What follows belongs to an exercise in optimizing a design on an open flow for small area and a short achievable clock period; a production flow would make more cautious choices.
Function was checked by simulation only, so behaviour that the tests miss may differ from the original.
The clock cells of run 6 come from the design's own scripts or RTL, not from TritonCTS.
The flow treats the clock pin as an ideal source. Dropping or thinning the clock tree relies on that and would not hold on a real chip.
Power is estimated from default activity; no workload was simulated.

File: design/flow/config.mk
export PLATFORM = sky130hd
export DESIGN_NAME = SYS_CORE
export DESIGN_NICKNAME = SYS_CORE
export VERILOG_FILES = /design/flow/design.v
export SDC_FILE = /design/flow/constraint.sdc
export NUM_CORES = 4
export LEC_CHECK = 0
export CAP_MARGIN = 20
export CORE_MARGIN = 2
export CORE_UTILIZATION = 40
export SLEW_MARGIN = 20
File: design/flow/constraint.sdc
create_clock -name core_clock -period 28.0 [get_ports {CLK}]
set_input_delay 5.6000 -clock core_clock [delete_from_list [all_inputs] [get_ports {CLK}]]
set_output_delay 5.6000 -clock core_clock [all_outputs]
set_load 0.01 [all_outputs]
File: design/flow/design.v
module SYS_CORE (
    input  wire       CLK,
    input  wire       RST,
    input  wire [7:0] RX_P_DATA,
    input  wire       RX_data_valid,
    input  wire       TX_Busy,
    output wire [7:0] TX_P_DATA,
    output wire       TX_DATA_VALID
);
    localparam [3:0] S_IDLE  = 4'd0,
                     S_WADDR = 4'd1,    
                     S_WDATA = 4'd2,    
                     S_RADDR = 4'd3,    
                     S_RWAIT = 4'd4,    
                     S_OPA   = 4'd5,    
                     S_OPB   = 4'd6,    
                     S_FUN   = 4'd7,    
                     S_ARITH = 4'd8,    
                     S_MUL   = 4'd9,
                     S_DIV   = 4'd10,
                     S_SEND  = 4'd11;
    reg  [3:0]  state;
    reg  [3:0]  addr;       
    reg         wp;         
    reg         clr;        
    reg  [3:0]  pos;        
    reg  [7:0]  ring [0:13];
    reg  [7:0]  rf0, rf1;   
    reg  [15:0] P;
    wire        rx  = RX_data_valid;
    wire [7:0]  rxd = RX_P_DATA;
    wire [3:0]  f   = rxd[3:0];
    wire        hit = (pos == addr) & ~clr;
    wire        lo_addr = (addr[3:1] == 3'b000);
    wire [7:0]  inj = clr ? 8'h00 : ((wp & hit) ? P[7:0] : ring[0]);
    integer i;
    always @(posedge CLK) begin
        for (i = 0; i < 13; i = i + 1)
            ring[i] <= ring[i+1];
        ring[13] <= inj;
    end
    always @(posedge CLK or negedge RST)
        if (!RST) begin
            pos <= 4'd2;
            clr <= 1'b1;
        end else begin
            pos <= (pos == 4'd15) ? 4'd2 : pos + 4'd1;
            if (pos == 4'd15) clr <= 1'b0;
        end
    wire       we0 = rx & (state == S_OPA || (state == S_WDATA && addr == 4'd0));
    wire       we1 = rx & (state == S_OPB || (state == S_WDATA && addr == 4'd1));
    wire [7:0] wd  = clr ? 8'h00 : rxd;
    always @(posedge CLK) begin
        if (clr | we0) rf0 <= wd;
        if (clr | we1) rf1 <= wd;
    end
    wire [7:0] A = rf0;
    wire [7:0] B = rf1;
    wire       sub = (state == S_DIV) | ((state == S_ARITH) & ~addr[2] & (addr != 4'd0));
    wire [8:0] ax  = (state == S_MUL) ? {1'b0, P[15:8]} :
                     (state == S_DIV) ? {P[15:8], P[7]} : {1'b0, P[7:0]};
    wire [7:0] ayb = (state == S_MUL && !(P[0] & ~addr[3])) ? 8'h00 : B;
    wire [8:0] ay  = {sub, ayb ^ {8{sub}}};
    wire [8:0] pp  = ax ^ ay;
    wire [8:0] gg  = ax & ay;
    wire [9:0] cc;
    assign cc[0] = sub;
    genvar k;
    generate
        for (k = 0; k < 9; k = k + 1) begin : g_add
            assign cc[k+1] = gg[k] | (pp[k] & cc[k]);
        end
    endgenerate
    wire [8:0] sum = pp ^ cc[8:0];
    wire       nb  = cc[9];                 
    wire       eq  = (sum[7:0] == 8'h00);
    wire        f_add = (addr == 4'd0);
    wire        f_sub = (addr == 4'd1);
    wire        f_inv = (addr[3:1] == 3'b011);       
    wire [7:0]  lg    = {8{addr[1]}} ^ (gg[7:0] | ({8{addr[0]}} & pp[7:0]));
    wire        gt    = nb & ~eq;
    wire        lt    = ~nb;
    wire [7:0]  alo   = addr[3] ? {6'd0,
                                   (addr[1:0] == 2'd2 & gt) | (addr[1:0] == 2'd3 & lt),
                                   (addr[1:0] == 2'd1 & eq) | (addr[1:0] == 2'd3 & lt)}
                      : addr[2] ? lg : sum[7:0];
    wire        ahi   = (f_sub & ~nb) | f_inv;
    wire [15:0] ares  = {{7{ahi}}, ahi | (f_add & sum[8]), alo};
    wire        last = (addr[2:0] == 3'd7);
    always @(posedge CLK or negedge RST)
        if (!RST) begin
            state <= S_IDLE;
            wp    <= 1'b0;
        end else begin
            if (wp & hit) wp <= 1'b0;
            case (state)
                S_IDLE:
                    if (rx)
                        case (rxd)
                            8'hAA:   state <= S_WADDR;
                            8'hBB:   state <= S_RADDR;
                            8'hCC:   state <= S_OPA;
                            8'hDD:   state <= S_FUN;
                            default: state <= S_IDLE;
                        endcase
                S_WADDR: if (rx) state <= S_WDATA;
                S_WDATA: if (rx) begin
                             state <= S_IDLE;
                             if (!lo_addr) wp <= 1'b1;
                         end
                S_RADDR: if (rx) state <= S_RWAIT;
                S_RWAIT: if (lo_addr | hit) state <= S_SEND;
                S_OPA:   if (rx) state <= S_OPB;
                S_OPB:   if (rx) state <= S_FUN;
                S_FUN:   if (rx)
                             case (f)
                                 4'd2, 4'd12, 4'd14: state <= S_MUL;
                                 4'd3, 4'd13, 4'd15: state <= S_DIV;
                                 default:            state <= S_ARITH;
                             endcase
                S_ARITH: state <= S_SEND;
                S_MUL:   if (last) state <= S_SEND;
                S_DIV:   if (last) state <= S_SEND;
                S_SEND:  if (!TX_Busy && P[15:8] == 8'h00) state <= S_IDLE;
                default: state <= S_IDLE;
            endcase
        end
    always @(posedge CLK) begin
        case (state)
            S_WADDR, S_RADDR: if (rx) addr <= rxd[3:0];
            S_FUN:            if (rx) addr <= (f[3:1] == 3'b001) ? 4'd0 :
                                              (f[3:2] == 2'b11)  ? 4'd15 : f;
            S_MUL, S_DIV:     addr <= addr + 4'd1;
            default: ;
        endcase
    end
    wire       selb = (state == S_FUN) ? (f[3:1] == 3'b111) : addr[0];
    wire [7:0] ab   = selb ? B : A;
    always @(posedge CLK) begin
        case (state)
            S_WDATA: if (rx) P[7:0] <= rxd;
            S_RWAIT:
                if (lo_addr)
                    P <= {8'h00, ab};
                else if (hit)
                    P <= {8'h00, ring[0]};
            S_FUN:   if (rx) P <= {8'h00, ab};
            S_ARITH: P <= ares;
            S_MUL:   P <= {sum, P[7:1]};
            S_DIV:
                if (nb & ~addr[3])
                    P <= {last ? 8'h00 : sum[7:0], P[6:0], 1'b1};
                else
                    P <= {(last & ~addr[3]) ? 8'h00 : ax[7:0], P[6:0], 1'b0};
            S_SEND: if (!TX_Busy) P <= {8'h00, P[15:8]};
            default: ;
        endcase
    end
    assign TX_P_DATA     = P[7:0];
    assign TX_DATA_VALID = (state == S_SEND) & ~TX_Busy;
endmodule
File: design/flow/run.sh
#!/bin/bash
# synth_recipe.tcl (not shown) runs the flow's synth.tcl, then flattens the netlist and writes it again
# the make line also repeats each setting of config.mk as NAME=value (left out here)
make -C /OpenROAD-flow-scripts/flow DESIGN_CONFIG=/design/flow/config.mk WORK_HOME=/design/flow/orfs CLKGATE_MAP_FILE= SYNTH_SCRIPT=/design/flow/synth_recipe.tcl finish
==> reports/metrics.yaml, run 1 <==
outcome: "no timing/DRC/antenna violations"
first_global_vias: 4277
cap_violations: 0
worst_pin_slew_ps: 1068
data_arrival_time_of_the_critical_path_ps: 6860
grt_usage_pct: 19.59
maximum_count_of_clock_buffers_along_a_single_path: 2
cellLeakagePower_nw: 2.781
die_height_um: 129.1
syn-num-nets: 608
cp_max_delay_cell: "clkdlybuf4s50_1"
design.portCount: 21
die_width_um: 129.1
asyncSetResetFlopFracSynth_pct: 6.329
post_drt_via_cell_ratio: 5.343
holdPathStages: 0
cp-endpoint: "TX_DATA_VALID"
cts.clk_slew.worst_paths_ps: 70
insertion_delay_ps: 430
finalCritPeriodShare_pct: 44.51
critPathMaxStageDelay_ps: 570
cts-buffers-inserted: 17
finalNetCount: 620
post_cts.repair.setup_buffers: 0
critical_path.most_common_cell: "clkdlybuf4s50_1"
tritoncts: "done"
synth_edf_count: 36
syn_area_um2: 6257
initial_core_util_pct: 41.01
antenna_found_initial: 0
syn-instance-count: 574
grt_first_pass_wirelength_um: 24320
final_layout_size_suffix_gt1_share_pct: 7.679
timing.critical_path.to_type: "primary output"
route.detailed.drc: 0
ant_nets: 0
cp_cell_sequence: "clkdlybuf4s50_1 -> nor3_1 -> clkdlybuf4s50_1"
setup.reg_to_reg.worst_slack_ps: 20770
rr_endpoint: "P[1]"
cts-resized-gates: 0
fin_tns_setup_ps: 0
area_growth_pct: 14.60
drt_first_iter_violations: 269
routedWlPerCell_um: 18.77
grt_setup_unrepaired: "false"
route.final.wire_length_um: 15200
crit_cells: 3
fin_crit_ps: 12460
cellPowerDensity_nw_per_um2: 119.3
critical_path_class: "primary input to primary output"
synth_seq_area_share_pct: 57.15
most_common_cell_after_layout_fill_and_taps_aside: "dfxtp_1"
critical-path-top-delay-family: "buffers and inverters"
ir_worst_vdd_uv: 54.75
cp_data_required_time_ps: 22400
grt_remaining_overflow: 0
critPathLaunchType: "primary input"
port-buffer-count: 20
cts.sink_count: 158
antenna_cells_inserted: 0
design.core.area_um2: 15260
report.final.hold_viol_count: 0
synth-main-ff-cell: "dfxtp_1"
final_setup_violations: 0
finClkSkew_ps: 19.37
yosysWarnings: 2
final_max_slew_viol_count: 0
synth_seq_cells: 158
routabilityCongestion: 0.9295
hp-class: "flop to flop"
total_number_of_h_tree_levels: 4
dp_hpwl_um: 10900
rr_startpoint: "addr[1]"
max_slew_margin_pct: 28.83
drt-pass1-iter-count: 5
dieArea_um2: 16660
final_core_util_pct: 46.99
achievable-frequency_mhz: 80.23
timing.critical_path.fanout_max: 3
core.rowCount: 45
ctsHoldBuffers: 0
dr_total_vias: 4328
cts-root-buf: "clkbuf_16"
grt_max_degree: 24
r2r.worst_path.cells: 24
critPathBufInv: 2
layout.cells.most_common_list: "dfxtp_1, nor2_1, a21oi_1"
ys_types: 59
startpoint: "TX_Busy"
synth.avg_cell_area_um2: 10.90
-- final cells by class --
| cell class | count | area [um2] |
|---|---|---|
| clock buffers | 17 | 425.4 |
| clock inverters | 15 | 166.4 |
| fillers | 1415 | 8088 |
| multi-input cells | 362 | 2415 |
| flip-flops and latches | 158 | 3576 |
| well taps | 211 | 264.0 |
| repair buffers | 26 | 245.2 |
| inverters | 21 | 78.83 |
-- metal layers --
| layer | vias to the layer above | routed length, um | GRT usage (%) |
|---|---|---|---|
| li1 | 2033 | - | - |
| met1 | 2091 | 6767 | 25.87 |
| met4 | 0 | 509 | 8.760 |
| met3 | 42 | 1110 | 5.739 |
| met2 | 162 | 6814 | 29.97 |
| met5 | - | 0 | 0 |
-- cell usage after synthesis (3+ instances only) --
master | count | area, um2
a21oi_1 | 51 | 255.2
a22oi_1 | 3 | 22.52
a31oi_1 | 4 | 25.02
and2_1 | 3 | 18.77
and3_1 | 3 | 18.77
buf_2 | 3 | 15.01
buf_4 | 10 | 75.07
buf_6 | 3 | 33.78
clkbuf_1 | 16 | 60.06
dfrtp_1 | 8 | 200.2
dfxtp_1 | 112 | 2242
edfxtp_1 | 36 | 1081
fa_1 | 8 | 160.2
ha_1 | 14 | 175.2
inv_1 | 18 | 67.56
mux2i_1 | 33 | 330.3
nand2_1 | 44 | 165.2
nand2b_1 | 10 | 62.56
nand3_1 | 9 | 45.04
nand4_1 | 3 | 18.77
nor2_1 | 53 | 198.9
nor2b_1 | 9 | 56.30
nor3_1 | 6 | 30.03
nor4_1 | 5 | 31.28
o211ai_1 | 3 | 22.52
o21ai_0 | 20 | 100.1
o221ai_1 | 5 | 43.79
o22a_1 | 6 | 52.55
o22ai_1 | 7 | 43.79
or4_1 | 3 | 22.52
xnor2_1 | 22 | 192.7
xor2_1 | 5 | 43.79
-- worst reg2reg max path: stages (launching register included) --
cell and delay, ps:
edfxtp_1 740, clkinv_1 500, ha_1 380, nand2b_1 90, a21oi_1 100, or3_1 480
inv_2 280, mux2i_1 160, fa_1 480, fa_1 430, inv_1 100, fa_1 190
inv_1 60, fa_1 410, inv_1 90, fa_1 180, inv_1 60, fa_1 430
inv_1 80, fa_1 470, nand3b_1 190, nor4_1 410, nand2_1 120, o21ai_0 410
a21oi_1 120
-- stage by stage --
stage / setup slack, ps / std cells / power, mW / hold WS, ps / instance area (um2)
final: 15540 / 810 / 0.8554 / 324.6 / 7171
after global placement: 15540 / 778 / 0.6264 / 312.1 / 6579
after detailed placement: 15540 / 778 / 0.6291 / 312.1 / 6579
after CTS: 15540 / 810 / 0.8575 / 326.6 / 7171
after floorplan: 16500 / 574 / 0.5394 / 309.6 / 6257
after global routing: 15520 / 810 / 0.9083 / 328.7 / 7171
-- worst min-delay path by stage --
stage,start,end
6_report,ring[13][5],ring[12][5]
3_3_place_gp,ring[13][2],ring[12][2]
5_1_grt,ring[10][7],ring[9][7]
4_1_cts,ring[13][5],ring[12][5]
2_1_floorplan,ring[1][0],ring[0][0]
3_5_place_dp,ring[3][2],ring[2][2]
-- cells by family (layout without fill, tap and decap cells) --
family | Yosys count | count (layout) | share of synthesized area [%]
muxes | 34 | 34 | 5.519
buffers and inverters | 54 | 79 | 4.259
xor gates and xnor gates | 27 | 27 | 3.779
adders and majority gates | 24 | 24 | 5.679
DFF | 158 | 158 | 57.15
AOI/OAI and AO/OA | 117 | 117 | 11.38
and+or+nand+nor | 160 | 160 | 12.24
-- report_power, final --
part	total, mW	switching [mW]	leakage (nW)	internal [mW]
Sequential	0.334	0.0387	1.37	0.296
Combinational	0.297	0.183	1.13	0.114
Clock	0.224	0.103	0.290	0.120
-- state kept, by name, indices dropped and copies added (netlist names) --
| signal | cells |
|---|---|
| ring | 112 |
| wp | 1 |
| pos | 4 |
| state | 4 |
| addr | 4 |
| clr | 1 |
| rf0 | 8 |
| P | 16 |
| rf1 | 8 |
==> run 2, diff against run 1 <==
--- a/design/flow/config.mk
+++ b/design/flow/config.mk
@@ -7,5 +7,6 @@
 export LEC_CHECK = 0
 export CAP_MARGIN = 20
 export CORE_MARGIN = 2
-export CORE_UTILIZATION = 40
+export CORE_UTILIZATION = 60
+export CTS_BUF_LIST = sky130_fd_sc_hd__clkbuf_4 sky130_fd_sc_hd__clkbuf_8
 export SLEW_MARGIN = 20
==> run 2 against run 1 <==
Still clean. Sequential cell count unchanged. Cell count shrank 9.5%. Non-clock buffer count shrank 1. Global-route usage rose by 8.6 points. Synthesized cell count stayed put. Wire length fell by 3.3%. Register-to-register slack improved by 170 ps. Worst setup slack better by 65 ps. First-iteration DRC count increased by 88%. Cell area down 4.1%. Utilization increased by 20 points. Critical path type unchanged. Critical endpoint unchanged.
==> reports/metrics.yaml, run 2 <==
synth-main-ff-cell: "dfxtp_1"
rr_startpoint: "addr[1]"
achievable-frequency_mhz: 80.65  # +0.53%
area_growth_pct: 9.898
cellPowerDensity_nw_per_um2: 115.7  # -3.0%
asyncSetResetFlopFracSynth_pct: 6.329  # unchanged
holdPathEnd: "ring[9][4]"
place_area_um2: 6477  # -1.5%
power.share.clock_pct: 21.1  # -5.1 points
dr_total_vias: 4345  # +0.39%
route.detailed.drc: 0  # unchanged
layout.cells.most_common_list: "dfxtp_1, nor2_1, a21oi_1"
route.final.wire_length_um: 14700  # -3.3%
ir_worst_vdd_uv: 62.02  # +13%
worst_pin_slew_ps: 843.0  # -224.6 ps
synth.avg_cell_area_um2: 10.90  # unchanged
total_number_of_h_tree_levels: 4  # unchanged
yosys.area.top_type: "dfxtp_1"
drt_first_iter_violations: 507  # +88%
netlist.area_leader.share_pct: 35.83  # unchanged
cts-buffers-inserted: 17  # unchanged
most_used_standard_cells_in_the_synthesized_netlist: "dfxtp_1, nor2_1, a21oi_1"
largest-register: "ring"
data_arrival_time_of_the_critical_path_ps: 6800  # -60 ps
power.internal_mw: 0.4913  # -7.4%
most_common_cell_after_layout_fill_and_taps_aside: "dfxtp_1"
insertion_delay_ps: 440  # about the same
post_cts.repair.setup_buffers: 0  # unchanged
largest_register_ff_count: 112  # unchanged
grt_remaining_overflow: 0  # unchanged
core.rowCount: 37  # -18%
finClkSkew_ps: 11.14  # -8.224 ps
cp_data_required_time_ps: 22400  # about the same
switching_power_mw: 0.3046  # -6.2%
critPathLaunchType: "primary input"
ys_types: 59  # unchanged
drt-pass1-iter-count: 5  # unchanged
num-fill-cells: 758  # -46%
report.final.hold_viol_count: 0  # unchanged
dp_hpwl_um: 10510  # -3.6%
fin_crit_ps: 12400  # -65.20 ps
post-route-cell-area_um2: 6877  # -4.1%
timing.critical_path.fanout_max: 3  # unchanged
dieArea_um2: 11260  # -32%
synth_seq_area_share_pct: 57.15  # unchanged
die_height_um: 106.1  # -18%
design.portCount: 21  # unchanged
maximum_count_of_clock_buffers_along_a_single_path: 2  # unchanged
fin_tns_setup_ps: 0  # unchanged
timing.critical_path.to_type: "primary output"
routabilityCongestion: 0.9751  # +4.9%
hold_path.startpoint: "ring[10][4]"
hp-class: "flop to flop"
post-place-cells: 702  # -9.8%
power_switching_share_pct: 38.27  # +0.29 points
grt_first_pass_wirelength_um: 23570  # -3.1%
yosysWarnings: 2  # unchanged
power.sequential.fraction_pct: 42.1  # +3.0 points
outcome: "no timing/DRC/antenna violations"
cellLeakagePower_nw: 2.693  # -3.2%
syn_area_um2: 6257  # unchanged
cts-root-buf: "clkbuf_8"
finalNetCount: 619  # -0.16%
dp_slack_ps: 15590  # +51.80 ps
antenna_cells_inserted: 0  # unchanged
holdPathStages: 0  # unchanged
rr_endpoint: "P[1]"
synth_seq_cells: 158  # unchanged
critical_path_class: "primary input to primary output"
setup.reg_to_reg.worst_slack_ps: 20940  # +170 ps
ctsHoldBuffers: 0  # unchanged
grt_max_degree: 24  # unchanged
synthTopCellsByArea: "dfxtp_1, edfxtp_1, mux2i_1, a21oi_1, dfrtp_1"
syn-instance-count: 574  # unchanged
max_slew_margin_pct: 43.80  # +15 points
final_setup_violations: 0  # unchanged
finalNonFillerCells: 733  # -9.5%
post-synth-top-count-cell: "dfxtp_1"
reg_top3: "ring (112), P (16)"
layout_setup_ws_ps: 15600  # +65.20 ps
final_layout_size_suffix_gt1_share_pct: 7.370  # -0.31 points
first_global_vias: 4243  # -0.79%
cts.clk_slew.worst_paths_ps: 80  # about the same
cap_violations: 0  # unchanged
finalCritPeriodShare_pct: 44.28  # -0.23 points
grt_usage_pct: 28.20  # +8.6 points
post_drt_via_cell_ratio: 5.928  # +11%
cts.sink_count: 158  # unchanged
routedWlPerCell_um: 20.05  # +6.8%
port-buffer-count: 20  # unchanged
tritoncts: "done"
final_max_slew_viol_count: 0  # unchanged
initial_core_util_pct: 61.16  # +20 points
share_of_total_power_in_combinational_logic_pct: 36.8  # +2.1 points
design.core.area_um2: 10230  # -33%
cts-resized-gates: 0  # unchanged
syn-num-nets: 608  # unchanged
synth_edf_count: 36  # unchanged
ant_nets: 0  # unchanged
grt_setup_unrepaired: "false"
r2r.worst_path.cells: 24  # unchanged
antenna_found_initial: 0  # unchanged
die_width_um: 106.1  # -18%
post-layout-total-power_mw: 0.7959  # -7.0%
==> run 2: critical path, stage by stage <==
cell and delay [ps]:
clkdlybuf4s50_1 440, nor3_1 190, clkdlybuf4s50_1 570
==> run 2: stage by stage <==
stage	utilization (%)	hold slack, ps
2_1_floorplan	-	309.6
3_3_place_gp	63.31	310.2
3_5_place_dp	63.31	312.1
4_1_cts	67.21	325.8
5_1_grt	67.21	333.8
6_report	67.21	323.8
==> run 2: layer usage <==
metal	up-vias	GRT usage [%]	part of all wire [%]
met2	240	39.97	42
met3	28	8.338	11
met5	-	0	0
met4	0	10.43	2.6
met1	2050	40.95	45
li1	2027	-	-
==> run 2: final cells by class <==
class / instances / area [um2] / area share, %
Clock inverter: 13 / 151.4 / 2.202
Inverter: 21 / 78.83 / 1.146
Sequential cell: 158 / 3576 / 52.00
Multi-Input combinational cell: 362 / 2415 / 35.12
Tap cell: 136 / 170.2 / 2.475
Clock buffer: 18 / 247.7 / 3.603
Timing Repair Buffer: 25 / 237.7 / 3.457
==> run 2: power by group through the flow <==
stage,Sequential (mW),Combinational (mW),Clock [mW]
floorplan,0.315,0.224,0
global placement,0.337,0.283,0
detailed placement,0.338,0.283,0
CTS,0.334,0.285,0.172
global route,0.340,0.320,0.181
finish,0.335,0.293,0.168
==> run 2: worst max path at each step <==
stage | startpoint | to | slack, ps
6_report | TX_Busy | TX_DATA_VALID | 15600
5_1_grt | TX_Busy | TX_DATA_VALID | 15540
4_1_cts | TX_Busy | TX_DATA_VALID | 15590
3_5_place_dp | TX_Busy | TX_DATA_VALID | 15590
3_3_place_gp | TX_Busy | TX_DATA_VALID | 15580
2_1_floorplan | TX_Busy | TX_DATA_VALID | 16500
==> run 2: cell families after synthesis <==
family                     count (synthesis)  share of synthesized area [%]
AOI/OAI and AO/OA                        117                          11.38
xor gates and xnor gates                  27                          3.779
adders and majority gates                 24                          5.679
buffers and inverters                     54                          4.259
DFF                                      158                          57.15
muxes                                     34                          5.519
and+or+nand+nor                          160                          12.24
==> run 3, diff against run 2 <==
==> design/flow/flow/run.sh (new file) <==
#!/bin/bash
# Layout flow: the standard ORFS flow, with two changes that only affect
# how the layout is built:
#  * port buffers are small sky130_fd_sc_hd__buf_2 cells instead of the
#    default delay-buffer cells (every port still gets its buffer);
#  * repair_timing works to a larger setup margin, so it also sizes the
#    short input-to-output path (TX_Busy -> TX_DATA_VALID) that sets the
#    achieved period, which it would otherwise leave alone at 28 ns.
# Each step's full output stays in orfs/logs/; make's own output goes to
# flow_make.log in this folder.
set -euo pipefail
export BUFFER_PORTS_ARGS="-buffer_cell sky130_fd_sc_hd__buf_2"
bash standard.sh SETUP_SLACK_MARGIN=15.9 finish > flow_make.log 2>&1
==> design/flow/standard.sh (new file) <==
#!/bin/bash
# synth_recipe.tcl (not shown) runs the flow's synth.tcl, then flattens the netlist and writes it again
# the make line also repeats each setting of config.mk as NAME=value (left out here)
make -C /OpenROAD-flow-scripts/flow DESIGN_CONFIG=/design/flow/config.mk WORK_HOME=/design/flow/orfs CLKGATE_MAP_FILE= SYNTH_SCRIPT=/design/flow/synth_recipe.tcl "${@:-finish}"
removed: design/flow/run.sh
==> run 3 against run 2 <==
Synthesized cell count did not move. Global-route usage fell by 0.12 points. Power rose by 0.41%. Count of clock-buffer cells in the layout rose by 5. First-iteration DRC count rose by 13%. Cell area fell by 1.4%. Largest power group unchanged.
==> reports/metrics.yaml, run 3 <==
outcome: "no timing/DRC/antenna violations"
post-route-cell-area_um2: 6783  # -1.4%
post_drt_via_cell_ratio: 6.007  # +1.3%
total_number_of_h_tree_levels: 4  # unchanged
routabilityCongestion: 0.9904  # +1.6%
critical-path-top-delay-family: "buffers and inverters"
grt_setup_unrepaired: "false"
cts.sink_count: 158  # unchanged
area_growth_pct: 8.398
antenna_found_initial: 0  # unchanged
finalNetCount: 618  # -0.16%
fin_crit_ps: 11660  # -736.0 ps
cts-resized-gates: 0  # unchanged
place_area_um2: 6370  # -1.7%
report.final.hold_viol_count: 0  # unchanged
fin_tns_setup_ps: 0  # unchanged
final_setup_violations: 0  # unchanged
synth_seq_area_share_pct: 57.15  # unchanged
synth-main-ff-cell: "dfxtp_1"
most_used_standard_cells_in_the_synthesized_netlist: "dfxtp_1, nor2_1, a21oi_1"
data_arrival_time_of_the_critical_path_ps: 6060  # -740 ps
post-synth-top-count-cell: "dfxtp_1"
cap_violations: 0  # unchanged
dp_hpwl_um: 10520  # about the same
layout.cells.most_common_list: "dfxtp_1, nor2_1, a21oi_1"
tritoncts: "done"
cp_max_delay_cell: "nor3_1"
finClkSkew_ps: 14.95  # +3.802 ps
maximum_count_of_clock_buffers_along_a_single_path: 2  # unchanged
syn_area_um2: 6257  # unchanged
reg_top3: "ring (112), P (16)"
cellPowerDensity_nw_per_um2: 117.8  # +1.8%
largest-register: "ring"
timing.critical_path.to_type: "primary output"
synth_seq_cells: 158  # unchanged
critical_path.most_common_cell: "buf_2"
area.sequential_um2: 3576  # unchanged
syn-instance-count: 574  # unchanged
yosysWarnings: 2  # unchanged
cts-root-buf: "clkbuf_8"
cts-buffers-inserted: 17  # unchanged
design.core.area_um2: 10230  # unchanged
post_cts.repair.setup_buffers: 0  # unchanged
route.detailed.drc: 0  # unchanged
netlist.area_leader.share_pct: 35.83  # unchanged
ctsHoldBuffers: 0  # unchanged
synthTopCellsByArea: "dfxtp_1, edfxtp_1, mux2i_1, a21oi_1, dfrtp_1"
drt-pass1-iter-count: 5  # unchanged
cp_cell_sequence: "buf_2 -> nor3_1 -> buf_2"
core.rowCount: 37  # unchanged
max_slew_margin_pct: 41.24  # -2.6 points
final_max_slew_viol_count: 0  # unchanged
post-layout-total-power_mw: 0.7991  # +0.41%
initial_core_util_pct: 61.16  # unchanged
most_common_cell_after_layout_fill_and_taps_aside: "dfxtp_1"
port-buffer-count: 20  # unchanged
grt_usage_pct: 28.08  # -0.12 points
critPathLaunchType: "primary input"
largest_register_ff_count: 112  # unchanged
synth.avg_cell_area_um2: 10.90  # unchanged
achievable-frequency_mhz: 85.74  # +6.3%
syn-num-nets: 608  # unchanged
dr_total_vias: 4403  # +1.3%
asyncSetResetFlopFracSynth_pct: 6.329  # unchanged
antenna_cells_inserted: 0  # unchanged
grt_max_degree: 24  # unchanged
area_of_combinational_cells_with_multiple_inputs_um2: 2415  # unchanged
synth_edf_count: 36  # unchanged
hp-class: "flop to flop"
timing.critical_path.fanout_max: 3  # unchanged
critPathBufInv: 2  # unchanged
route.final.wire_length_um: 14800  # +0.67%
cts.clk_slew.worst_paths_ps: 80  # about the same
ir_worst_vdd_uv: 68.84  # +11%
critPathMaxStageDelay_ps: 180  # -390 ps
die_height_um: 106.1  # unchanged
post-place-cells: 701  # -0.14%
yosys.area.top_type: "dfxtp_1"
die_width_um: 106.1  # unchanged
finalHoldWorstSlack_ps: 319.9  # -3.921 ps
drt_first_iter_violations: 572  # +13%
grt_first_pass_wirelength_um: 23380  # -0.79%
first_global_vias: 4171  # -1.7%
ys_types: 59  # unchanged
insertion_delay_ps: 460  # +20 ps
finalNonFillerCells: 733  # unchanged
ant_nets: 0  # unchanged
design.portCount: 21  # unchanged
routedWlPerCell_um: 20.19  # +0.67%
num-fill-cells: 797  # +5.1%
dieArea_um2: 11260  # unchanged
cp_data_required_time_ps: 22400  # about the same
worst_pin_slew_ps: 881.4  # +38.33 ps
critical_path_class: "primary input to primary output"
finalCritPeriodShare_pct: 41.65  # -2.6 points
final_layout_size_suffix_gt1_share_pct: 10.72  # +3.4 points
cellLeakagePower_nw: 2.702  # +0.32%
grt_remaining_overflow: 0  # unchanged
-- run 3: where the power goes --
group	internal, mW	leakage (nW)	switching, mW
Sequential	0.295	1.37	0.0460
Combinational	0.108	1.12	0.176
Clock	0.0945	0.218	0.0790
Total	0.498	2.70	0.301
-- run 3: metal layers --
metal	part of all wire [%]	wire, um	GRT usage, %
met2	42	6255	39.61
met3	8.7	1284	7.296
met1	45	6716	40.38
met4	3.7	542	13.35
met5	0	0	0
-- run 3: kinds of logic (layout without fill, tap and decap cells) --
group           Yosys count  after routing  share of synthesized area [%]
compound gates          117            117                          11.38
flops                   158            158                          57.15
xor+xnor                 27             27                          3.779
fa+ha+maj                24             24                          5.679
simple gates            160            160                          12.24
buf+inv                  54             77                          4.259
mux                      34             34                          5.519
-- run 3: path summary, 6_finish.rpt --
path                        startpoint            end  slack [ps]  depth (start not counted)
setup / recovery               TX_Busy  TX_DATA_VALID       16340                          3
hold / removal             ring[10][6]     ring[9][6]         320                          0
setup reg to reg               addr[1]           P[1]       20740                         24
hold reg to reg            ring[10][6]     ring[9][6]         320                          0
max in group asynchronous          RST            clr       22720                          1
min in group asynchronous          RST       state[2]        5000                          1
-- run 3: final cells by class --
cell class / instances / area share, %
flip-flops and latches: 158 / 52.72
multi-input cells: 362 / 35.60
clock buffers: 23 / 4.114
well taps: 136 / 2.509
clock inverters: 9 / 1.974
repair buffers: 24 / 1.918
inverters: 21 / 1.162
-- run 3: stage by stage --
stage               util (%)  worst slack (ps)
floorplan                  -             16500
global placement       62.26             16350
detailed placement     62.26             16350
CTS                    66.30             16340
global route           66.30             16270
finish                 66.30             16340
==> run 4, diff against run 3 <==
--- a/design/flow/design.v
+++ b/design/flow/design.v
@@ -17,11 +17,11 @@
                      S_FUN   = 4'd7,    
                      S_ARITH = 4'd8,    
                      S_MUL   = 4'd9,
-                     S_DIV   = 4'd10,
-                     S_SEND  = 4'd11;
+                     S_DIV   = 4'd10;
     reg  [3:0]  state;
     reg  [3:0]  addr;       
     reg         wp;         
+    reg         snd;        
     reg         clr;        
     reg  [3:0]  pos;        
     reg  [7:0]  ring [0:13];
@@ -91,8 +91,10 @@
         if (!RST) begin
             state <= S_IDLE;
             wp    <= 1'b0;
+            snd   <= 1'b0;
         end else begin
             if (wp & hit) wp <= 1'b0;
+            if (snd & ~TX_Busy & (P[15:8] == 8'h00)) snd <= 1'b0;
             case (state)
                 S_IDLE:
                     if (rx)
@@ -109,7 +111,10 @@
                              if (!lo_addr) wp <= 1'b1;
                          end
                 S_RADDR: if (rx) state <= S_RWAIT;
-                S_RWAIT: if (lo_addr | hit) state <= S_SEND;
+                S_RWAIT: if (lo_addr | hit) begin
+                             state <= S_IDLE;
+                             snd   <= 1'b1;
+                         end
                 S_OPA:   if (rx) state <= S_OPB;
                 S_OPB:   if (rx) state <= S_FUN;
                 S_FUN:   if (rx)
@@ -118,10 +123,15 @@
                                  4'd3, 4'd13, 4'd15: state <= S_DIV;
                                  default:            state <= S_ARITH;
                              endcase
-                S_ARITH: state <= S_SEND;
-                S_MUL:   if (last) state <= S_SEND;
-                S_DIV:   if (last) state <= S_SEND;
-                S_SEND:  if (!TX_Busy && P[15:8] == 8'h00) state <= S_IDLE;
+                S_ARITH: begin
+                             state <= S_IDLE;
+                             snd   <= 1'b1;
+                         end
+                S_MUL, S_DIV:
+                         if (last) begin
+                             state <= S_IDLE;
+                             snd   <= 1'b1;
+                         end
                 default: state <= S_IDLE;
             endcase
         end
@@ -152,10 +162,9 @@
                     P <= {last ? 8'h00 : sum[7:0], P[6:0], 1'b1};
                 else
                     P <= {(last & ~addr[3]) ? 8'h00 : ax[7:0], P[6:0], 1'b0};
-            S_SEND: if (!TX_Busy) P <= {8'h00, P[15:8]};
-            default: ;
+            default: if (snd & ~TX_Busy) P <= {8'h00, P[15:8]};
         endcase
     end
     assign TX_P_DATA     = P[7:0];
-    assign TX_DATA_VALID = (state == S_SEND) & ~TX_Busy;
+    assign TX_DATA_VALID = snd & ~TX_Busy;
 endmodule
==> design/flow/flow/run.sh (replaced) <==
#!/bin/bash
# Layout flow: the standard ORFS flow (standard.sh, unchanged synthesis),
# with settings that only change how the layout is built:
#  * port buffers are small sky130_fd_sc_hd__buf_1 cells instead of the
#    default delay-buffer cells (every port still gets its buffer);
#  * clock tree: clkbuf_8 buffers and no dummy balancing loads;
#  * repair_timing works to a larger setup margin, so it also sizes the
#    short input-to-output path (TX_Busy -> TX_DATA_VALID) that sets the
#    achieved period; at 28 ns it would otherwise leave that path alone.
# Each step's full output stays in orfs/logs/; make's own output goes to
# flow_make.log in this folder.
set -euo pipefail
export BUFFER_PORTS_ARGS="-buffer_cell sky130_fd_sc_hd__buf_1"
export CTS_ARGS="-sink_clustering_enable -repair_clock_nets -dont_use_dummy_load -buf_list sky130_fd_sc_hd__clkbuf_8"
bash standard.sh SETUP_SLACK_MARGIN=17.5 finish > flow_make.log 2>&1
--- a/design/flow/config.mk
+++ b/design/flow/config.mk
@@ -8,5 +8,4 @@
 export CAP_MARGIN = 20
 export CORE_MARGIN = 2
 export CORE_UTILIZATION = 60
-export CTS_BUF_LIST = sky130_fd_sc_hd__clkbuf_4 sky130_fd_sc_hd__clkbuf_8
 export SLEW_MARGIN = 20
==> run 4 against run 3 <==
Non-clock buffer count is 2 higher. Utilization is 1.5 points lower. Fmax increased by 1.3%. Power shrank 25%. Cell area is 2.7% lower. Clock power decreased by about 30%. Hold slack is essentially flat. Count of clock-buffer cells in the layout down 6. Clock skew up 13 ps. Critical path type unchanged. Largest power group unchanged.
==> reports/metrics.yaml, run 4 <==
synth.avg_cell_area_um2: 10.96  # +0.50%
core.rowCount: 37  # unchanged
dr_total_vias: 4188  # -4.9%
ys_types: 61  # +3.4%
ctsHoldBuffers: 0  # unchanged
initial_core_util_pct: 61.20  # about the same
finalNonFillerCells: 712  # -2.9%
cellLeakagePower_nw: 2.639  # -2.3%
drt-pass1-iter-count: 8  # +3
setup.reg_to_reg.worst_slack_ps: 20380  # -360 ps
cts-root-buf: "clkbuf_8"
cp_data_required_time_ps: 22400  # about the same
maximum_count_of_clock_buffers_along_a_single_path: 2  # unchanged
num-fill-cells: 856  # +7.4%
syn-instance-count: 569  # -0.87%
worst_pin_slew_ps: 1069  # +187.5 ps
post_drt_via_cell_ratio: 5.882  # -2.1%
synthTopCellsByArea: "dfxtp_1, edfxtp_1, mux2i_1, dfrtp_1, nor2_1"
cp_cell_sequence: "buf_6 -> nor2b_4 -> buf_6"
outcome: "no timing/DRC/antenna violations"
hp-class: "flop to flop"
netlist.area_leader.share_pct: 35.97  # +0.14 points
grt_setup_unrepaired: "true"
synth_seq_cells: 159  # +0.63%
critical_path_class: "primary input to primary output"
most_common_cell_after_layout_fill_and_taps_aside: "dfxtp_1"
cts.sink_count: 159  # +0.63%
dieArea_um2: 11220  # -0.37%
reg_top3: "ring (112), P (16)"
largest-register: "ring"
asyncSetResetFlopFracSynth_pct: 6.918  # +0.59 points
synth_seq_area_share_pct: 57.77  # +0.62 points
critical-path-top-delay-family: "buffers and inverters"
ir_worst_vdd_uv: 56.42  # -18%
critPathBufInv: 2  # unchanged
routabilityCongestion: 0.9405  # -5.0%
post-place-cells: 694  # -1.0%
rr_endpoint: "P[8]"
route.final.wire_length_um: 13480  # -8.9%
critPathMaxStageDelay_ps: 110  # -70 ps
design.portCount: 21  # unchanged
final_max_slew_viol_count: 0  # unchanged
grt_first_pass_wirelength_um: 22050  # -5.7%
rr_startpoint: "state[3]"
antenna_cells_inserted: 0  # unchanged
most_used_standard_cells_in_the_synthesized_netlist: "dfxtp_1, nor2_1, a21oi_1, nand2_1, edfxtp_1"
largest_register_ff_count: 112  # unchanged
drt_first_iter_violations: 369  # -35%
die_width_um: 105.9  # -0.18%
post-synth-top-count-cell: "dfxtp_1"
data_arrival_time_of_the_critical_path_ps: 5910  # -150 ps
finClkSkew_ps: 28.36  # +13.42 ps
fin_tns_setup_ps: 0  # unchanged
cp_max_delay_cell: "nor2b_4"
timing.critical_path.to_type: "primary output"
r2r.worst_path.cells: 23  # -4.2%
route.detailed.drc: 0  # unchanged
grt_max_degree: 25  # +4.2%
routedWlPerCell_um: 18.93  # -6.2%
fin_crit_ps: 11510  # -153.6 ps
tritoncts: "done"
crit_cells: 3  # unchanged
max_slew_margin_pct: 28.19  # -13 points
cp-endpoint: "TX_DATA_VALID"
syn-num-nets: 603  # -0.82%
cap_violations: 0  # unchanged
critPathLaunchType: "primary input"
achievable-frequency_mhz: 86.89  # +1.3%
area_of_combinational_cells_with_multiple_inputs_um2: 2349  # -2.7%
synth-main-ff-cell: "dfxtp_1"
final_setup_violations: 0  # unchanged
synth_edf_count: 36  # unchanged
insertion_delay_ps: 440  # -20 ps
port-buffer-count: 20  # unchanged
design.core.area_um2: 10180  # -0.45%
die_height_um: 105.9  # -0.18%
layout.cells.most_common_list: "dfxtp_1, nor2_1, a21oi_1, nand2_1, edfxtp_1"
startpoint: "TX_Busy"
grt_usage_pct: 26.03  # -2.0 points
area_growth_pct: 5.841
yosysWarnings: 2  # unchanged
yosys.area.top_type: "dfxtp_1"
antenna_found_initial: 0  # unchanged
syn_area_um2: 6233  # -0.38%
critical_path.most_common_cell: "buf_6"
cts-buffers-inserted: 17  # unchanged
first_global_vias: 4081  # -2.2%
dp_hpwl_um: 9439  # -10%
cts.clk_slew.worst_paths_ps: 70  # about the same
finalNetCount: 612  # -0.97%
area.sequential_um2: 3601  # +0.70%
total_number_of_h_tree_levels: 4  # unchanged
grt_remaining_overflow: 0  # unchanged
ant_nets: 0  # unchanged
cellPowerDensity_nw_per_um2: 91.43  # -22%
report.final.hold_viol_count: 0  # unchanged
finalCritPeriodShare_pct: 41.10  # -0.55 points
final_layout_size_suffix_gt1_share_pct: 5.903  # -4.8 points
timing.critical_path.fanout_max: 2  # -1
-- run 4: cell count changes after synthesis, moves of 6 or more --
| cell | previous run | this run |
|---|---|---|
| inv_1 | 18 | 28 |
| nor2b_1 | 9 | 15 |
| buf_2 | 3 | 9 |
| a21oi_1 | 51 | 39 |
| mux2i_1 | 33 | 26 |
-- run 4: worst min-delay path by stage --
| stage | startpoint | endpoint | slack (ps) | depth (start not counted) |
|---|---|---|---|---|
| after global routing | ring[2][4] | ring[1][4] | 320 | 0 |
| final | ring[2][4] | ring[1][4] | 320 | 0 |
| after floorplan | ring[1][0] | ring[0][0] | 310 | 0 |
| after CTS | ring[2][4] | ring[1][4] | 320 | 0 |
| after global placement | ring[13][5] | ring[12][5] | 310 | 0 |
| after detailed placement | ring[13][0] | ring[12][0] | 310 | 0 |
-- run 4: where the power goes --
part           total, mW  switching (mW)  internal, mW  leakage [nW]
clock              0.121          0.0674        0.0536         0.122
sequential         0.309          0.0362         0.272          1.38
combinational      0.174           0.104        0.0699          1.14
-- run 4: cells by family (layout without fill, tap and decap cells) --
family          after synthesis  count (layout)  synth area share (%)
flops                       159             159                 57.77
simple gates                154             154                 11.78
compound gates              117             117                 12.43
buf+inv                      65              72                 4.697
xor+xnor                     26              26                 3.774
mux                          26              26                 4.175
fa+ha+maj                    22              22                 5.379
-- run 4: layer usage --
layer  track usage [%]  part of all wire [%]
met1             38.04                    47
met2             38.06                    44
met5                 0                     0
met4             9.117                   2.4
met3             6.376                   6.8
-- run 4: what timing repair did --
action,4_1_cts,5_1_grt
gates resized for setup,4,0
buffers inserted,1,0
endpoints found under the setup margin,1,1
-- run 4: area by class of cell --
class,count,area share [%]
sequential,159,54.58
multi-input combinational,345,35.60
clock buffer,17,3.546
tap,136,2.579
timing repair buffer,26,2.048
inverter,29,1.650
-- run 4: per-stage QoR --
step           power (mW)  area, um2  worst slack (ps)  utilization, %  hold WS (ps)
2_1_floorplan      0.4341       6241             16670               -         309.6
3_3_place_gp       0.4771       6341             16430           62.26         310.5
3_5_place_dp       0.4809       6341             16410           62.26         312.1
4_1_cts            0.6038       6598             16490           64.78         320.6
5_1_grt            0.6384       6598             16470           64.78         320.5
6_report           0.6032       6598             16490           64.78         319.5
==> run 5, diff against run 4 <==
==> design/flow/flow/run.sh (replaced) <==
#!/bin/bash
# Layout flow: the standard ORFS flow (standard.sh), with settings that
# only change how the layout is built:
#  * synthesis is synth_recipe.tcl unchanged except for ABC's combinational
#    mapping script (flow/synth.tcl: area-oriented amap); registers are the
#    standard synthesis's;
#  * port buffers are small sky130_fd_sc_hd__buf_1 cells instead of the
#    default delay-buffer cells (every port still gets its buffer);
#  * clock tree: clkbuf_8 buffers and no dummy balancing loads;
#  * repair_timing works to a larger setup margin, so it also sizes the
#    short input-to-output path (TX_Busy -> TX_DATA_VALID) that sets the
#    achieved period; at 28 ns it would otherwise leave that path alone.
# Each step's full output stays in orfs/logs/; make's own output goes to
# flow_make.log in this folder.
set -euo pipefail
HERE=$(pwd)
export FLOW_SYNTH_TCL="$HERE/synth_recipe.tcl"
export BUFFER_PORTS_ARGS="-buffer_cell sky130_fd_sc_hd__buf_1"
export CTS_ARGS="-sink_clustering_enable -repair_clock_nets -dont_use_dummy_load -buf_list sky130_fd_sc_hd__clkbuf_8"
bash standard.sh "SYNTH_SCRIPT=$HERE/flow/synth.tcl" SETUP_SLACK_MARGIN=17.5 finish > flow_make.log 2>&1
==> design/flow/flow/synth.tcl (new file) <==
# Synthesis: the standard synthesis script (synth_recipe.tcl, unchanged),
# with only ABC's combinational mapping script replaced by an area-oriented
# one (amap). Registers are mapped before ABC runs, so they are the standard
# synthesis's registers, with the same names and cell types.
proc abc {args} {
  set keep {}
  set skip 0
  foreach a $args {
    if {$skip} { set skip 0; continue }
    if {$a eq "-script" || $a eq "-D"} { set skip 1; continue }
    lappend keep $a
  }
  lappend keep -script "+strash;dch,-f;amap;strash;dch,-f;amap;topo"
  puts "area abc: $keep"
  yosys abc {*}$keep
}
source $::env(FLOW_SYNTH_TCL)
==> run 5 against run 4 <==
First-iteration DRC count rose by 44%. Cell count fell by 0.14%. Utilization rose by 3.1 points. Count of clock-buffer cells in the layout did not move. Worst setup slack got worse by 14 ps. Hold slack got worse by 7.8 ps.
==> reports/metrics.yaml, run 5 <==
dp_slack_ps: 16400  # -6.200 ps
final_core_util_pct: 67.89  # +3.1 points
data_arrival_time_of_the_critical_path_ps: 5920  # about the same
cp_cell_sequence: "buf_6 -> nor2b_4 -> buf_6"
synth_mux_area_share_pct: 0  # -4.2 points
max_slew_margin_pct: 32.97  # +4.8 points
rr_endpoint: "P[8]"
total_number_of_h_tree_levels: 4  # unchanged
post_drt_via_cell_ratio: 6.079  # +3.3%
core.rowCount: 35  # -5.4%
finalCritPeriodShare_pct: 41.15  # +0.049 points
largest_register_ff_count: 112  # unchanged
ir_worst_vdd_uv: 76.32  # +35%
asyncSetResetFlopFracSynth_pct: 6.918  # unchanged
initial_core_util_pct: 62.56  # +1.4 points
timing.critical_path.fanout_max: 2  # unchanged
layout_setup_ws_ps: 16480  # -13.80 ps
synth_seq_area_share_pct: 61.71  # +3.9 points
synth_edf_count: 36  # unchanged
tritoncts: "done"
route.final.wire_length_um: 14140  # +4.9%
synth_seq_cells: 159  # unchanged
design.core.area_um2: 9328  # -8.4%
dr_total_vias: 4322  # +3.2%
rr_startpoint: "state[2]"
cts-root-buf: "clkbuf_8"
setup.reg_to_reg.worst_slack_ps: 20610  # +230 ps
grt_usage_pct: 29.23  # +3.2 points
grt_first_pass_wirelength_um: 22340  # +1.3%
ant_nets: 0  # unchanged
die_height_um: 102.6  # -3.1%
fin_tns_setup_ps: 0  # unchanged
cellPowerDensity_nw_per_um2: 96.51  # +5.6%
critical_path_class: "primary input to primary output"
most_common_cell_after_layout_fill_and_taps_aside: "dfxtp_1"
ctsHoldBuffers: 0  # unchanged
largest-register: "ring"
netlist.area_leader.share_pct: 38.42  # +2.5 points
route.met3.wl_um: 1264  # +39%
reg_top3: "ring (112), P (16)"
highest-signal-layer: "met4"
die_width_um: 102.6  # -3.1%
antenna_cells_inserted: 0  # unchanged
timing.critical_path.to_type: "primary output"
startpoint: "TX_Busy"
post-layout-total-power_mw: 0.6112  # +1.3%
ys_types: 38  # -38%
cellLeakagePower_nw: 2.338  # -11%
routabilityCongestion: 0.9287  # -1.3%
fin_crit_ps: 11520  # +13.80 ps
grt_setup_unrepaired: "true"
port-buffer-count: 20  # unchanged
insertion_delay_ps: 450  # about the same
most_used_standard_cells_in_the_synthesized_netlist: "dfxtp_1, nor2_1, clkinv_1"
wl_met1_um: 6067  # -4.9%
synth.avg_cell_area_um2: 10.65  # -2.8%
cts-buffers-inserted: 17  # unchanged
report.final.hold_viol_count: 0  # unchanged
finalHoldWorstSlack_ps: 311.8  # -7.781 ps
syn-num-nets: 582  # -3.5%
critical_path.most_common_cell: "buf_6"
yosys.area.top_type: "dfxtp_1"
cp-endpoint: "TX_DATA_VALID"
dieArea_um2: 10530  # -6.1%
antenna_found_initial: 0  # unchanged
synth_xor_area_share_pct: 0  # -3.8 points
drt_first_iter_violations: 531  # +44%
design.portCount: 21  # unchanged
final_layout_size_suffix_gt1_share_pct: 4.983  # -0.92 points
grt_remaining_overflow: 0  # unchanged
synth_top_family_by_area: "compound AO/OA/AOI/OAI gates"
cp_max_delay_cell: "nor2b_4"
grt_max_degree: 24  # -4.0%
syn_area_um2: 5836  # -6.4%
critPathMaxStageDelay_ps: 120  # about the same
cap_violations: 0  # unchanged
route.detailed.drc: 0  # unchanged
post_synth_and_or_nand_nor_area_fraction_pct: 10.83  # -0.95 points
synthTopCellsByArea: "dfxtp_1, edfxtp_1, nor2_1, clkinv_1, dfrtp_1"
yosysWarnings: 2  # unchanged
area_growth_pct: 8.512
dp_hpwl_um: 10330  # +9.5%
routedWlPerCell_um: 19.88  # +5.1%
final_max_slew_viol_count: 0  # unchanged
cts.clk_slew.worst_paths_ps: 100  # +30 ps
r2r.worst_path.cells: 24  # +4.3%
finClkSkew_ps: 28.44  # +0.07590 ps
layout.cells.most_common_list: "dfxtp_1, nor2_1, clkinv_1"
post-synth-top-count-cell: "dfxtp_1"
drt-pass1-iter-count: 5  # -3
cts.sink_count: 159  # unchanged
amount_of_wire_on_met2_after_detailed_routing_um: 6440  # +9.8%
outcome: "no timing/DRC/antenna violations"
yosys.area_share.adder_pct: 5.746  # +0.37 points
synth_compound_area_share_pct: 16.38  # +4.0 points
synth-main-ff-cell: "dfxtp_1"
worst_pin_slew_ps: 994.9  # -73.95 ps
finalNetCount: 618  # +0.98%
critPathLaunchType: "primary input"
syn-instance-count: 548  # -3.7%
first_global_vias: 4125  # +1.1%
maximum_count_of_clock_buffers_along_a_single_path: 2  # unchanged
final_setup_violations: 0  # unchanged
cp_data_required_time_ps: 22400  # about the same
achievable-frequency_mhz: 86.78  # -0.12%
hp-class: "flop to flop"
-- run 5: cell types whose count changed after synthesis, sizes merged, moves of 12 or more --
cell and delta:
clkinv +67, inv -29, mux2i -26, o22ai +25, xnor2 -20, o21ai +17, clkbuf -16, nor2 +14
buf -12, nand2 -12
-- run 5: repair_timing --
item,4_1_cts,5_1_grt
resized for setup,4,0
setup buffers,1,0
endpoints found under the setup margin,1,1
-- run 5: how the worst min path moves through the flow --
| stage | slack [ps] | startpoint | depth (start not counted) | endpoint |
|---|---|---|---|---|
| detailed placement | 310 | ring[13][2] | 0 | ring[12][2] |
| global route | 310 | ring[13][3] | 0 | ring[12][3] |
| finish | 310 | ring[13][3] | 0 | ring[12][3] |
| CTS | 310 | ring[11][5] | 0 | ring[10][5] |
| global placement | 310 | ring[8][6] | 0 | ring[7][6] |
| floorplan | 310 | ring[1][0] | 0 | ring[0][0] |
-- run 5: power breakdown --
group          total [mW]  switching, mW  internal [mW]
combinational       0.157          0.101         0.0560
sequential          0.334         0.0373          0.296
clock               0.120         0.0667         0.0535
-- run 5: layout make-up --
class | instances | area, um2
clock buffers | 17 | 234.0
repair buffers | 25 | 127.6
flip-flops and latches | 159 | 3601
well taps | 129 | 161.4
multi-input cells | 314 | 1957
inverters | 67 | 251.5
fillers | 749 | 2995
-- run 5: cell families (layout without fill, tap and decap cells) --
group,count (synthesis),after routing
adders and majority gates,22,22
and+or+nand+nor,143,143
buffers and inverters,75,109
AOI/OAI and AO/OA,149,149
DFF,159,159
-- run 5: per-layer routing --
metal | track usage, % | vias to the layer above
li1 | - | 2018
met1 | 39.46 | 2029
met2 | 44.85 | 237
met3 | 8.475 | 38
met4 | 11.49 | 0
met5 | 0 | -
-- run 5: worst max-delay path: cells and delay by family --
kind	cells	cell delay, ps
buffers and inverters	2	210
and+or+nand+nor	1	120
-- run 5: stage by stage --
step                      cells  instance area [um2]
final                       711                 6332
after CTS                   711                 6312
after global routing        711                 6332
after detailed placement    693                 6056
after global placement      693                 6056
after floorplan             548                 5843
==> run 6, diff against run 5 <==
--- a/design/flow/flow/run.sh
+++ b/design/flow/flow/run.sh
@@ -6,7 +6,9 @@
 #    standard synthesis's;
 #  * port buffers are small sky130_fd_sc_hd__buf_1 cells instead of the
 #    default delay-buffer cells (every port still gets its buffer);
-#  * clock tree: clkbuf_8 buffers and no dummy balancing loads;
+#  * clock tree: flow/clock_tree.tcl (ORFS PRE_CTS_TCL hook) builds a
+#    balanced two-level tree, one clkbuf_16 root and ten clkbuf_8 leaves
+#    over compact groups of flip-flops, in place of TritonCTS's H-tree;
 #  * repair_timing works to a larger setup margin, so it also sizes the
 #    short input-to-output path (TX_Busy -> TX_DATA_VALID) that sets the
 #    achieved period; at 28 ns it would otherwise leave that path alone.
@@ -16,5 +18,7 @@
 HERE=$(pwd)
 export FLOW_SYNTH_TCL="$HERE/synth_recipe.tcl"
 export BUFFER_PORTS_ARGS="-buffer_cell sky130_fd_sc_hd__buf_1"
-export CTS_ARGS="-sink_clustering_enable -repair_clock_nets -dont_use_dummy_load -buf_list sky130_fd_sc_hd__clkbuf_8"
+export PRE_CTS_TCL="$HERE/flow/clock_tree.tcl"
+export FLOW_CLOCK_PORT=CLK
+export CTREE_LEAVES=10
 bash standard.sh "SYNTH_SCRIPT=$HERE/flow/synth.tcl" SETUP_SLACK_MARGIN=17.5 finish > flow_make.log 2>&1
==> design/flow/flow/clock_tree.tcl (new file) <==
# Clock tree, sourced as ORFS's PRE_CTS_TCL hook: replaces the
# clock_tree_synthesis call of cts.tcl with a plain two-level tree.
# The flip-flop clock pins on the clock port's net are split by recursive
# bisection of their placed locations into nleaves near-equal groups;
# each group gets one leaf buffer at its centroid, and one root buffer at
# the centroid of the leaves is the only cell the clock port drives.
# Every register sees the same two buffer stages (no deliberate skew).
# The rest of cts.tcl (placement legalization, timing repair) runs as usual.

proc ctree_split {items k} {
  # items: list of {iterm x y}; returns k groups of near-equal size, each
  # split across the wider side of its bounding box
  if {$k <= 1 || [llength $items] < 2} { return [list $items] }
  set xs {}; set ys {}
  foreach it $items { lappend xs [lindex $it 1]; lappend ys [lindex $it 2] }
  set xs [lsort -integer $xs]; set ys [lsort -integer $ys]
  set dx [expr {[lindex $xs end] - [lindex $xs 0]}]
  set dy [expr {[lindex $ys end] - [lindex $ys 0]}]
  set c [expr {$dx >= $dy ? 1 : 2}]
  set sorted [lsort -integer -index $c $items]
  set k1 [expr {$k / 2}]
  set h [expr {([llength $sorted] * $k1 + $k / 2) / $k}]
  return [concat [ctree_split [lrange $sorted 0 [expr {$h - 1}]] $k1] \
                 [ctree_split [lrange $sorted $h end] [expr {$k - $k1}]]]
}

proc ctree_place {inst x y} {
  # detailed_placement in cts.tcl legalizes the location
  $inst setLocation [expr {int($x)}] [expr {int($y)}]
  $inst setPlacementStatus PLACED
}

proc clock_tree_synthesis {args} {
  set nleaves 9
  if {[info exists ::env(CTREE_LEAVES)]} { set nleaves $::env(CTREE_LEAVES) }
  set leaf_cell sky130_fd_sc_hd__clkbuf_8
  set root_cell sky130_fd_sc_hd__clkbuf_16
  if {[info exists ::env(CTREE_LEAF)]} { set leaf_cell $::env(CTREE_LEAF) }
  if {[info exists ::env(CTREE_ROOT)]} { set root_cell $::env(CTREE_ROOT) }
  set db [ord::get_db]
  set block [ord::get_db_block]
  set port [$block findBTerm $::env(FLOW_CLOCK_PORT)]
  set clknet [$port getNet]
  set items {}
  foreach it [$clknet getITerms] {
    set inst [$it getInst]
    set bb [$inst getBBox]
    lappend items [list $it [expr {([$bb xMin] + [$bb xMax]) / 2}] [expr {([$bb yMin] + [$bb yMax]) / 2}]]
  }
  puts "clock tree: [llength $items] sinks on [$clknet getName], $nleaves leaves"
  set groups [ctree_split $items $nleaves]

  set rootnet [odb::dbNet_create $block "clknet_root"]
  $rootnet setSigType CLOCK
  set root [odb::dbInst_create $block [$db findMaster $root_cell] "clkbuf_root"]
  [$root findITerm A] connect $clknet
  [$root findITerm X] connect $rootnet
  set i 0
  set sx 0; set sy 0
  foreach g $groups {
    set net [odb::dbNet_create $block "clknet_leaf_$i"]
    $net setSigType CLOCK
    set buf [odb::dbInst_create $block [$db findMaster $leaf_cell] "clkbuf_leaf_$i"]
    [$buf findITerm A] connect $rootnet
    [$buf findITerm X] connect $net
    set cx 0; set cy 0
    foreach it $g {
      set iterm [lindex $it 0]
      $iterm disconnect
      $iterm connect $net
      set cx [expr {$cx + [lindex $it 1]}]
      set cy [expr {$cy + [lindex $it 2]}]
    }
    set cx [expr {$cx / [llength $g]}]; set cy [expr {$cy / [llength $g]}]
    ctree_place $buf $cx $cy
    set sx [expr {$sx + $cx}]; set sy [expr {$sy + $cy}]
    puts "clock tree: leaf $i drives [llength $g] sinks at ($cx, $cy)"
    incr i
  }
  ctree_place $root [expr {$sx / $i}] [expr {$sy / $i}]
  $clknet setSigType CLOCK
  global_connect
  set_propagated_clock [all_clocks]
}
==> run 6 against run 5 <==
Clock power decreased by 16%. Largest power group unchanged. Die area unchanged. Utilization decreased by 0.76 points. Cell area decreased by 1.1%. Register-to-register slack got worse by 20 ps. Combinational power about the same. Area after synthesis unchanged. Critical path depth unchanged. Sequential share of layout area increased by 0.65 points. Sequential power about the same. Power decreased by 3.3%.
==> reports/metrics.yaml, run 6 <==
outcome: "no timing/DRC/antenna violations"
timing.critical_path.to_type: "primary output"
yosysWarnings: 2  # unchanged
dp_slack_ps: 16400  # unchanged
post_drt_via_cell_ratio: 6.050  # -0.48%
antenna_cells_inserted: 0  # unchanged
post-layout-total-power_mw: 0.5909  # -3.3%
drt-pass1-iter-count: 5  # unchanged
reg_top3: "ring (112), P (16)"
report.final.hold_viol_count: 0  # unchanged
finalNetCount: 612  # -0.97%
final_core_util_pct: 67.12  # -0.76 points
post-synth-top-count-cell: "dfxtp_1"
port-buffer-count: 20  # unchanged
layout.cells.most_common_list: "dfxtp_1, nor2_1, clkinv_1"
synth_seq_cells: 159  # unchanged
design.core.area_um2: 9328  # unchanged
final_setup_violations: 0  # unchanged
finClkSkew_ps: 28.94  # +0.5015 ps
dr_total_vias: 4265  # -1.3%
final_layout_size_suffix_gt1_share_pct: 3.993  # -0.99 points
synth-main-ff-cell: "dfxtp_1"
core.rowCount: 35  # unchanged
syn-num-nets: 582  # unchanged
area_growth_pct: 7.290
layout_setup_ws_ps: 16480  # +7.400 ps
cts.clk_slew.worst_paths_ps: 100  # about the same
data_arrival_time_of_the_critical_path_ps: 5920  # about the same
asyncSetResetFlopFracSynth_pct: 6.918  # unchanged
critical_path_class: "primary input to primary output"
fin_tns_setup_ps: 0  # unchanged
netlist.area_leader.share_pct: 38.42  # unchanged
first_global_vias: 4115  # -0.24%
route.final.wire_length_um: 14020  # -0.82%
worst_pin_slew_ps: 1009  # +14.37 ps
synth.avg_cell_area_um2: 10.65  # unchanged
die_width_um: 102.6  # unchanged
antenna_found_initial: 0  # unchanged
cellPowerDensity_nw_per_um2: 94.38  # -2.2%
hp-class: "flop to flop"
ctsHoldBuffers: 0  # unchanged
synthTopCellsByArea: "dfxtp_1, edfxtp_1, nor2_1, clkinv_1, dfrtp_1"
critPathLaunchType: "primary input"
syn-instance-count: 548  # unchanged
grt_remaining_overflow: 0  # unchanged
initial_core_util_pct: 62.56  # unchanged
drt_first_iter_violations: 523  # -1.5%
synth_edf_count: 36  # unchanged
dp_hpwl_um: 10330  # unchanged
most_common_cell_after_layout_fill_and_taps_aside: "dfxtp_1"
finalCritPeriodShare_pct: 41.13  # about the same
timing.critical_path.fanout_max: 2  # unchanged
syn_area_um2: 5836  # unchanged
most_used_standard_cells_in_the_synthesized_netlist: "dfxtp_1, nor2_1, clkinv_1"
cap_violations: 0  # unchanged
routedWlPerCell_um: 19.89  # about the same
yosys.area.top_type: "dfxtp_1"
synth_seq_area_share_pct: 61.71  # unchanged
dieArea_um2: 10530  # unchanged
grt_max_degree: 24  # unchanged
cp_data_required_time_ps: 22400  # about the same
ir_worst_vdd_uv: 65.37  # -14%
cellLeakagePower_nw: 2.300  # -1.6%
insertion_delay_ps: 360  # -90 ps
die_height_um: 102.6  # unchanged
ant_nets: 0  # unchanged
achievable-frequency_mhz: 86.84  # about the same
routabilityCongestion: 0.9287  # unchanged
design.portCount: 21  # unchanged
grt_first_pass_wirelength_um: 22340  # about the same
fin_crit_ps: 11520  # -7.400 ps
final_max_slew_viol_count: 0  # unchanged
num-fill-cells: 749  # unchanged
max_slew_margin_pct: 32.00  # -0.97 points
largest_register_ff_count: 112  # unchanged
grt_usage_pct: 27.68  # -1.5 points
largest-register: "ring"
grt_setup_unrepaired: "true"
route.detailed.drc: 0  # unchanged
ys_types: 38  # unchanged
==> run 6: cell counts after synthesis <==
No cell type changed its count.
==> run 6: final timing paths <==
check                      startpoint             to  slack (ps)  cells past startpoint
hold / removal             ring[2][4]     ring[1][4]         320                      0
max in group asynchronous         RST         pos[1]       22410                      1
min in group asynchronous         RST             wp        5180                      1
setup / recovery              TX_Busy  TX_DATA_VALID       16480                      3
setup reg to reg             state[1]           P[8]       20590                     24
hold reg to reg            ring[2][4]     ring[1][4]         320                      0
==> run 6: cell families (layout without fill, tap and decap cells) <==
family	after synthesis	count (layout)	synth area share [%]
fa+ha+maj	22	22	5.746
buf+inv	75	103	5.339
simple gates	143	143	10.83
compound gates	149	149	16.38
flops	159	159	61.71
==> run 6: per-layer routing <==
metal / vias to the layer above / track usage (%) / routed length, um
li1: 1997 / - / -
met1: 2031 / 39.79 / 5926
met2: 211 / 44.34 / 6459
met3: 26 / 4.949 / 1383
met4: 0 / 6.154 / 253
met5: - / 0 / 0
==> run 6: area by class of cell <==
| cell class | instances | area (um2) | share of cell area [%] |
|---|---|---|---|
| Timing Repair Buffer | 25 | 127.6 | 2.038 |
| Buffer | 11 | 162.7 | 2.598 |
| Inverter | 67 | 251.5 | 4.017 |
| Multi-Input combinational cell | 314 | 1957 | 31.26 |
| Tap cell | 129 | 161.4 | 2.578 |
| Sequential cell | 159 | 3601 | 57.51 |
==> run 6: power breakdown <==
part	leakage [nW]	switching (mW)	internal (mW)
logic	0.829	0.101	0.0560
clock network	0.0842	0.0617	0.0389
registers	1.39	0.0373	0.296
total	2.30	0.200	0.391
==> run 6: repair_timing <==
item / in CTS / in global routing
gates resized for setup: 4 / 0
setup buffers: 1 / 0
pin swaps: 0 / 0
endpoints found under the hold margin: 0 / 0
setup endpoints to repair: 1 / 1
==> run 6: stage by stage <==
stage / std cells / cell area, um2 / hold WS [ps]
after floorplan: 548 / 5843 / 309.6
after global placement: 693 / 6056 / 310.3
after detailed placement: 693 / 6056 / 312.1
after CTS: 705 / 6241 / 327.4
after global routing: 705 / 6261 / 329.8
final: 705 / 6261 / 315.9
==> run 6: worst max-delay path, stage by stage <==
cell and delay, ps:
buf_6 100, nor2b_4 110, buf_6 110

-- re-timing with driven ports --
No port has a modelled driver above. Below, the same layouts with a new extraction and two added sets of constraints.
Step 1, drivers: a clkbuf_16 drives CLK and a buf_2 each remaining input, both assumed.
Step 2 also shifts input and output timing later by t, the mid clock arrival at the registers, as if the neighbouring blocks saw the same clock.
a / b / c = ideal ports / drivers / drivers and shift; a / b = the first two.
| run | shift t [ns] | setup WS [ns] | cell pins on the clock port's net |
|---|---|---|---|
| run 1 | 0.461 | 15.536 / 15.514 / 15.514 | 1 |
| run 2 | 0.475 | 15.601 / 15.578 / 15.578 | 1 |
| run 3 | 0.485 | 16.337 / 16.319 / 16.319 | 1 |
| run 4 | 0.463 | 16.491 / 16.460 / 16.460 | 1 |
| run 5 | 0.465 | 16.477 / 16.447 / 16.447 | 1 |
| run 6 | 0.372 | 16.485 / 16.454 / 16.454 | 1 |
After both steps setup and hold are still met in every run listed.
